This is an optimization exercise on Yosys and OpenROAD, whose aim is small area, not a production implementation.
Function was checked by simulation only, so behaviour that the tests miss may differ from the original.
No activity file was given, so power comes from the tool's default toggle rates.

==> module busBridge3, before the edit <==
module busBridge3
  (i_CLK,
   i_rst,
   i_dataRx,
   i_strobeRx,
   o_dataTx,
   i_strobeTx,
   i_strobeSync,
   o_busAddr,
   o_busData,
   i_busData,
   o_busWe,
   o_busRe,
   i_busAck  
   );
   input wire   i_CLK;
   input wire   i_rst;  
   input wire [7:0] i_dataRx;
   input wire 	    i_strobeRx;
   output reg [7:0]  o_dataTx;
   input wire 	     i_strobeTx;
   input wire 	     i_strobeSync;
   output wire [31:0] o_busAddr;
   output wire [31:0] o_busData;
   input wire [31:0] i_busData;
   output reg 	     o_busWe;
   output reg 	     o_busRe;
   input wire 	     i_busAck;
   localparam [3:0] S_IDLE      = 4'd0;
   localparam [3:0] S_ADDRINC   = 4'd1;
   localparam [3:0] S_WORDWIDTH = 4'd2;
   localparam [3:0] S_NWORDS    = 4'd3;
   localparam [3:0] S_ADDRWRITE = 4'd4;
   localparam [3:0] S_WRITE     = 4'd5;
   localparam [3:0] S_ADDRREAD  = 4'd6;
   localparam [3:0] S_READ      = 4'd7;
   localparam [3:0] S_MARGIN    = 4'd8;
   reg [3:0] 	     state;
   reg [1:0] 	     byteIdx;       
   reg 		     pendingRead;
   reg [1:0] 	     marginPre;
   reg [15:0] 	     margin;
   reg [15:0] 	     marginMin;
   reg [31:0] 	     shiftIn;
   reg [31:8] 	     shiftOut;
   reg [31:0] 	     addr;
   assign o_busAddr = addr;
   assign o_busData = shiftIn;
   reg [7:0] 	     config_addrInc;
   reg [1:0] 	     config_wordwidthMinusOne;
   reg [15:0] 	     config_nWordsMinusOne;
   reg [15:0] 	     countNWords;   
   wire 	     lastWord = countNWords == config_nWordsMinusOne;
   reg [1:0] 	     addrStep;      
   reg 		     addrCarry;
   wire 	     addrStep0 = addrStep == 2'd0;
   wire 	     addrStepping = o_busWe | o_busRe | ~addrStep0;
   wire [8:0] 	     addrSum = {1'b0, addr[7:0]} + {1'b0, config_addrInc & {8{addrStep0}}} + {8'd0, addrCarry & ~addrStep0};
   wire [31:0] 	     rxAddr = {i_dataRx, shiftIn[23:0]};
   reg [1:0] 	     lastIdx;
   always @(*) begin
      case (state)
	S_NWORDS: lastIdx = 2'd1;
	S_ADDRWRITE, S_ADDRREAD: lastIdx = 2'd3;
	S_WRITE, S_READ: lastIdx = config_wordwidthMinusOne;
	default: lastIdx = 2'd0;
      endcase
   end
   wire 	     lastByte = byteIdx == lastIdx;
   task doRead;
      begin
	 o_busRe <= 1'b1;
	 pendingRead <= 1'b1;
	 marginPre <= 2'd2;
	 margin <= 16'd0;
	 countNWords <= countNWords + 16'd1;
	 if (lastWord) begin
	    state <= S_IDLE;
	    countNWords <= 16'd0;
	 end else
	   state <= S_READ;
      end
   endtask
   always @(posedge i_CLK) begin
      o_busWe <= 1'b0;
      o_busRe <= 1'b0;
      if (marginPre != 2'd0)
	marginPre <= marginPre - 2'd1;
      else if (margin != 16'hFFFD)
	margin <= margin + 16'd1;
      if (addrStepping) begin
	 addr <= {addrSum[7:0], addr[31:8]};
	 addrCarry <= addrSum[8];
	 addrStep <= addrStep + 2'd1;
      end
      if (i_strobeTx) begin
	 {shiftOut, o_dataTx} <= {8'd0, shiftOut};
	 if (pendingRead)
	   marginMin <= 16'd0;
	 else if (margin < marginMin)
	   marginMin <= margin;
      end
      if (i_busAck & pendingRead) begin
	 {shiftOut, o_dataTx} <= i_busData;
	 pendingRead <= 1'b0;
	 marginPre <= 2'd2;
	 margin <= 16'd0;
      end
      if (i_strobeRx) begin
	 case (byteIdx)
	   2'd0: shiftIn <= {24'd0, i_dataRx};
	   2'd1: shiftIn[15:8] <= i_dataRx;
	   2'd2: shiftIn[23:16] <= i_dataRx;
	   2'd3: shiftIn[31:24] <= i_dataRx;
	 endcase
	 byteIdx <= byteIdx + 2'd1;
	 if (lastByte) begin
	    byteIdx <= 2'd0;
	    case (state)
	      S_IDLE: begin
		 case (i_dataRx)
		   8'd1, 8'd2, 8'd3, 8'd4, 8'd6: state <= i_dataRx[3:0];
		   8'd5: state <= S_WRITE;
		   8'd7: doRead;
		   8'd8: begin
		      state <= S_MARGIN;
		      if (pendingRead) begin
			 {shiftOut, o_dataTx} <= 32'd0;
			 pendingRead <= 1'b0;
		      end else
			{shiftOut, o_dataTx} <= {16'd0, marginMin};
		      marginMin <= 16'hFFFD;
		   end
		   default: ;
		 endcase
	      end
	      S_ADDRWRITE: begin
		 addr <= rxAddr;
		 state <= S_WRITE;
	      end
	      S_ADDRREAD: begin
		 addr <= rxAddr;
		 doRead;
	      end
	      S_ADDRINC: begin
		 config_addrInc <= i_dataRx;
		 state <= S_IDLE;
	      end
	      S_WORDWIDTH: begin
		 config_wordwidthMinusOne <= i_dataRx[1:0];
		 state <= S_IDLE;
	      end
	      S_NWORDS: begin
		 config_nWordsMinusOne <= {i_dataRx, shiftIn[7:0]};
		 state <= S_IDLE;
	      end
	      S_WRITE: begin
		 o_busWe <= 1'b1;
		 countNWords <= countNWords + 16'd1;
		 if (lastWord) begin
		    state <= S_IDLE;
		    countNWords <= 16'd0;
		 end
	      end
	      S_READ: doRead;
	      default: state <= S_IDLE;
	    endcase
	 end
      end
      if (i_strobeSync) begin
	 state <= S_IDLE;
	 byteIdx <= 2'd0;
	 pendingRead <= 1'b0;
	 countNWords <= 16'd0;
      end
      if (i_rst) begin
	 o_busWe <= 1'b0;
	 o_busRe <= 1'b0;
	 pendingRead <= 1'b0;
	 marginPre <= 2'd0;
	 margin <= 16'hFFFD;
	 marginMin <= 16'hFFFD;
	 {shiftOut, o_dataTx} <= 32'd0;
	 byteIdx <= 2'd0;
	 state <= S_IDLE;
	 addr <= 32'd0;
	 addrStep <= 2'd0;
	 config_addrInc <= 8'd1;
	 config_wordwidthMinusOne <= 2'd3;
	 config_nWordsMinusOne <= 16'd0;
	 countNWords <= 16'd0;
      end
   end
endmodule
Settings: LEC_CHECK=0, CAP_MARGIN=20, CORE_MARGIN=2, CORE_UTILIZATION=40, SLEW_MARGIN=20; clock period 5.0 ns.
standard.sh (not shown) runs the stock make flow with config.mk's settings and CLKGATE_MAP_FILE= SYNTH_SCRIPT=/design/flow/synth_recipe.tcl, a recipe that flattens the netlist after the stock synthesis.
==> flow/flow/run.sh <==
#!/bin/bash
# Own layout flow:
#  1. the standard synthesis, unchanged (standard.sh synth).
#  2. flow/resyn.sh re-maps the combinational logic of that netlist with several ABC scripts;
#     every flip-flop instance is kept as it is, with its name and cell type.
#  3. the standard layout steps on the smallest candidate netlist, except that the ports
#     are buffered with sky130_fd_sc_hd__buf_1 and CTS uses clkbuf_4/clkbuf_8 and no dummy
#     loads. If that layout misses timing, the next candidate is laid out instead, ending
#     with the standard synthesis's netlist itself.
# Each tool's output goes to a log file of its own in this folder.
set -euo pipefail
R=orfs/results/sky130hd/busBridge3/base
bash standard.sh synth > synth.log 2>&1
cp $R/1_2_yosys.v 1_2_yosys.standard.v
bash flow/resyn.sh 1_2_yosys.standard.v > resyn.log 2>&1
mv orfs orfs_synth
n=0
for C in $(cat resyn_cands.txt); do
  n=$((n + 1))
  rm -rf orfs
  cp -a orfs_synth orfs
  cp $C $R/1_2_yosys.v
  rm -f $R/1_synth.odb $R/1_synth.sdc
  echo "try $n: $C" >> tries.log
  if bash standard.sh synth > synth_odb_$n.log 2>&1 &&
     bash standard.sh \
       "BUFFER_PORTS_ARGS=-buffer_cell sky130_fd_sc_hd__buf_1" \
       "CTS_ARGS=-sink_clustering_enable -repair_clock_nets -dont_use_dummy_load -buf_list {sky130_fd_sc_hd__clkbuf_4 sky130_fd_sc_hd__clkbuf_8}" \
       finish > layout_$n.log 2>&1 &&
     python3 -c "
import json, sys
ws = json.load(open('orfs/logs/sky130hd/busBridge3/base/6_report.json'))['finish__timing__setup__ws']
print('setup ws', ws)
sys.exit(0 if ws >= 0.05 else 1)" >> tries.log; then
    echo "kept try $n" >> tries.log
    exit 0
  fi
  mv orfs orfs_try$n
done
echo "no candidate met timing" >> tries.log
exit 1
Other scripts of this flow, unchanged in this note and not shown: flow/flow/abc.constr, flow/flow/abc1.script, flow/flow/abc2.script, flow/flow/abc3.script, flow/flow/abc4.script, flow/flow/abc5.script, flow/flow/abc6.script, flow/flow/keeptop.py, flow/flow/pick.py, flow/flow/resyn.sh
Next try:
--- a/flow/design.v
+++ b/flow/design.v
@@ -19,5 +19,5 @@
    input wire [7:0] i_dataRx;
    input wire 	    i_strobeRx;
-   output reg [7:0]  o_dataTx;
+   output wire [7:0] o_dataTx;
    input wire 	     i_strobeTx;
    input wire 	     i_strobeSync;
@@ -44,5 +44,6 @@
    reg [15:0] 	     marginMin;
    reg [31:0] 	     shiftIn;
-   reg [31:8] 	     shiftOut;
+   reg [31:0] 	     shiftOut;
+   assign o_dataTx = shiftOut[7:0];
    reg [31:0] 	     addr;
    assign o_busAddr = addr;
@@ -53,9 +54,4 @@
    reg [15:0] 	     countNWords;   
    wire 	     lastWord = countNWords == config_nWordsMinusOne;
-   reg [1:0] 	     addrStep;      
-   reg 		     addrCarry;
-   wire 	     addrStep0 = addrStep == 2'd0;
-   wire 	     addrStepping = o_busWe | o_busRe | ~addrStep0;
-   wire [8:0] 	     addrSum = {1'b0, addr[7:0]} + {1'b0, config_addrInc & {8{addrStep0}}} + {8'd0, addrCarry & ~addrStep0};
    wire [31:0] 	     rxAddr = {i_dataRx, shiftIn[23:0]};
    reg [1:0] 	     lastIdx;
@@ -90,11 +86,8 @@
       else if (margin != 16'hFFFD)
 	margin <= margin + 16'd1;
-      if (addrStepping) begin
-	 addr <= {addrSum[7:0], addr[31:8]};
-	 addrCarry <= addrSum[8];
-	 addrStep <= addrStep + 2'd1;
-      end
+      if (o_busWe | o_busRe)
+	addr <= addr + {24'd0, config_addrInc};
       if (i_strobeTx) begin
-	 {shiftOut, o_dataTx} <= {8'd0, shiftOut};
+	 shiftOut <= {8'd0, shiftOut[31:8]};
 	 if (pendingRead)
 	   marginMin <= 16'd0;
@@ -103,5 +96,5 @@
       end
       if (i_busAck & pendingRead) begin
-	 {shiftOut, o_dataTx} <= i_busData;
+	 shiftOut <= i_busData;
 	 pendingRead <= 1'b0;
 	 marginPre <= 2'd2;
@@ -127,8 +120,8 @@
 		      state <= S_MARGIN;
 		      if (pendingRead) begin
-			 {shiftOut, o_dataTx} <= 32'd0;
+			 shiftOut <= 32'd0;
 			 pendingRead <= 1'b0;
 		      end else
-			{shiftOut, o_dataTx} <= {16'd0, marginMin};
+			shiftOut <= {16'd0, marginMin};
 		      marginMin <= 16'hFFFD;
 		   end
@@ -182,9 +175,8 @@
 	 margin <= 16'hFFFD;
 	 marginMin <= 16'hFFFD;
-	 {shiftOut, o_dataTx} <= 32'd0;
+	 shiftOut <= 32'd0;
 	 byteIdx <= 2'd0;
 	 state <= S_IDLE;
 	 addr <= 32'd0;
-	 addrStep <= 2'd0;
 	 config_addrInc <= 8'd1;
 	 config_wordwidthMinusOne <= 2'd3;
Worst setup slack got worse by 0.0050 ns.
Via count drops by 1.7%.
Fmax hardly moves.
Power fell by 3.0%.
Global-route usage decreases by 1.6 points.
Design area goes up by 1.5%.
Routed wire length shrinks by 3.9%.

==> afterwards: timing with drivers on the ports <==
The results above use ideal ports. As a check the final layouts listed here were re-extracted and re-timed, cells and wires unchanged.
Step 1 (the two cells are an assumption about what drives the block):
set clk [get_ports {i_CLK}]
set_driving_cell -lib_cell sky130_fd_sc_hd__clkbuf_16 $clk
set_driving_cell -lib_cell sky130_fd_sc_hd__buf_2 [delete_from_list [all_inputs] $clk]
Step 2 also shifts input and output timing later by t, the mid clock arrival at the registers, as if the neighbouring blocks saw the same clock.
Three values: ideal, step 1, step 2; two values: the first two.
run | t, ns | setup WS [ns] | worst data-port slew with drivers (ns) | pins driven straight from the clock port
the first run | 0.488 | 0.273 / 0.273 / 0.209 | 0.05 | 1
the second run | 0.483 | 0.268 / 0.268 / 0.103 | 0.06 | 1
After both steps every run listed still meets setup and hold. For the second run, which loses most, drivers alone change the setup slack by 0.000 ns; drivers and shift together by -0.165 ns.
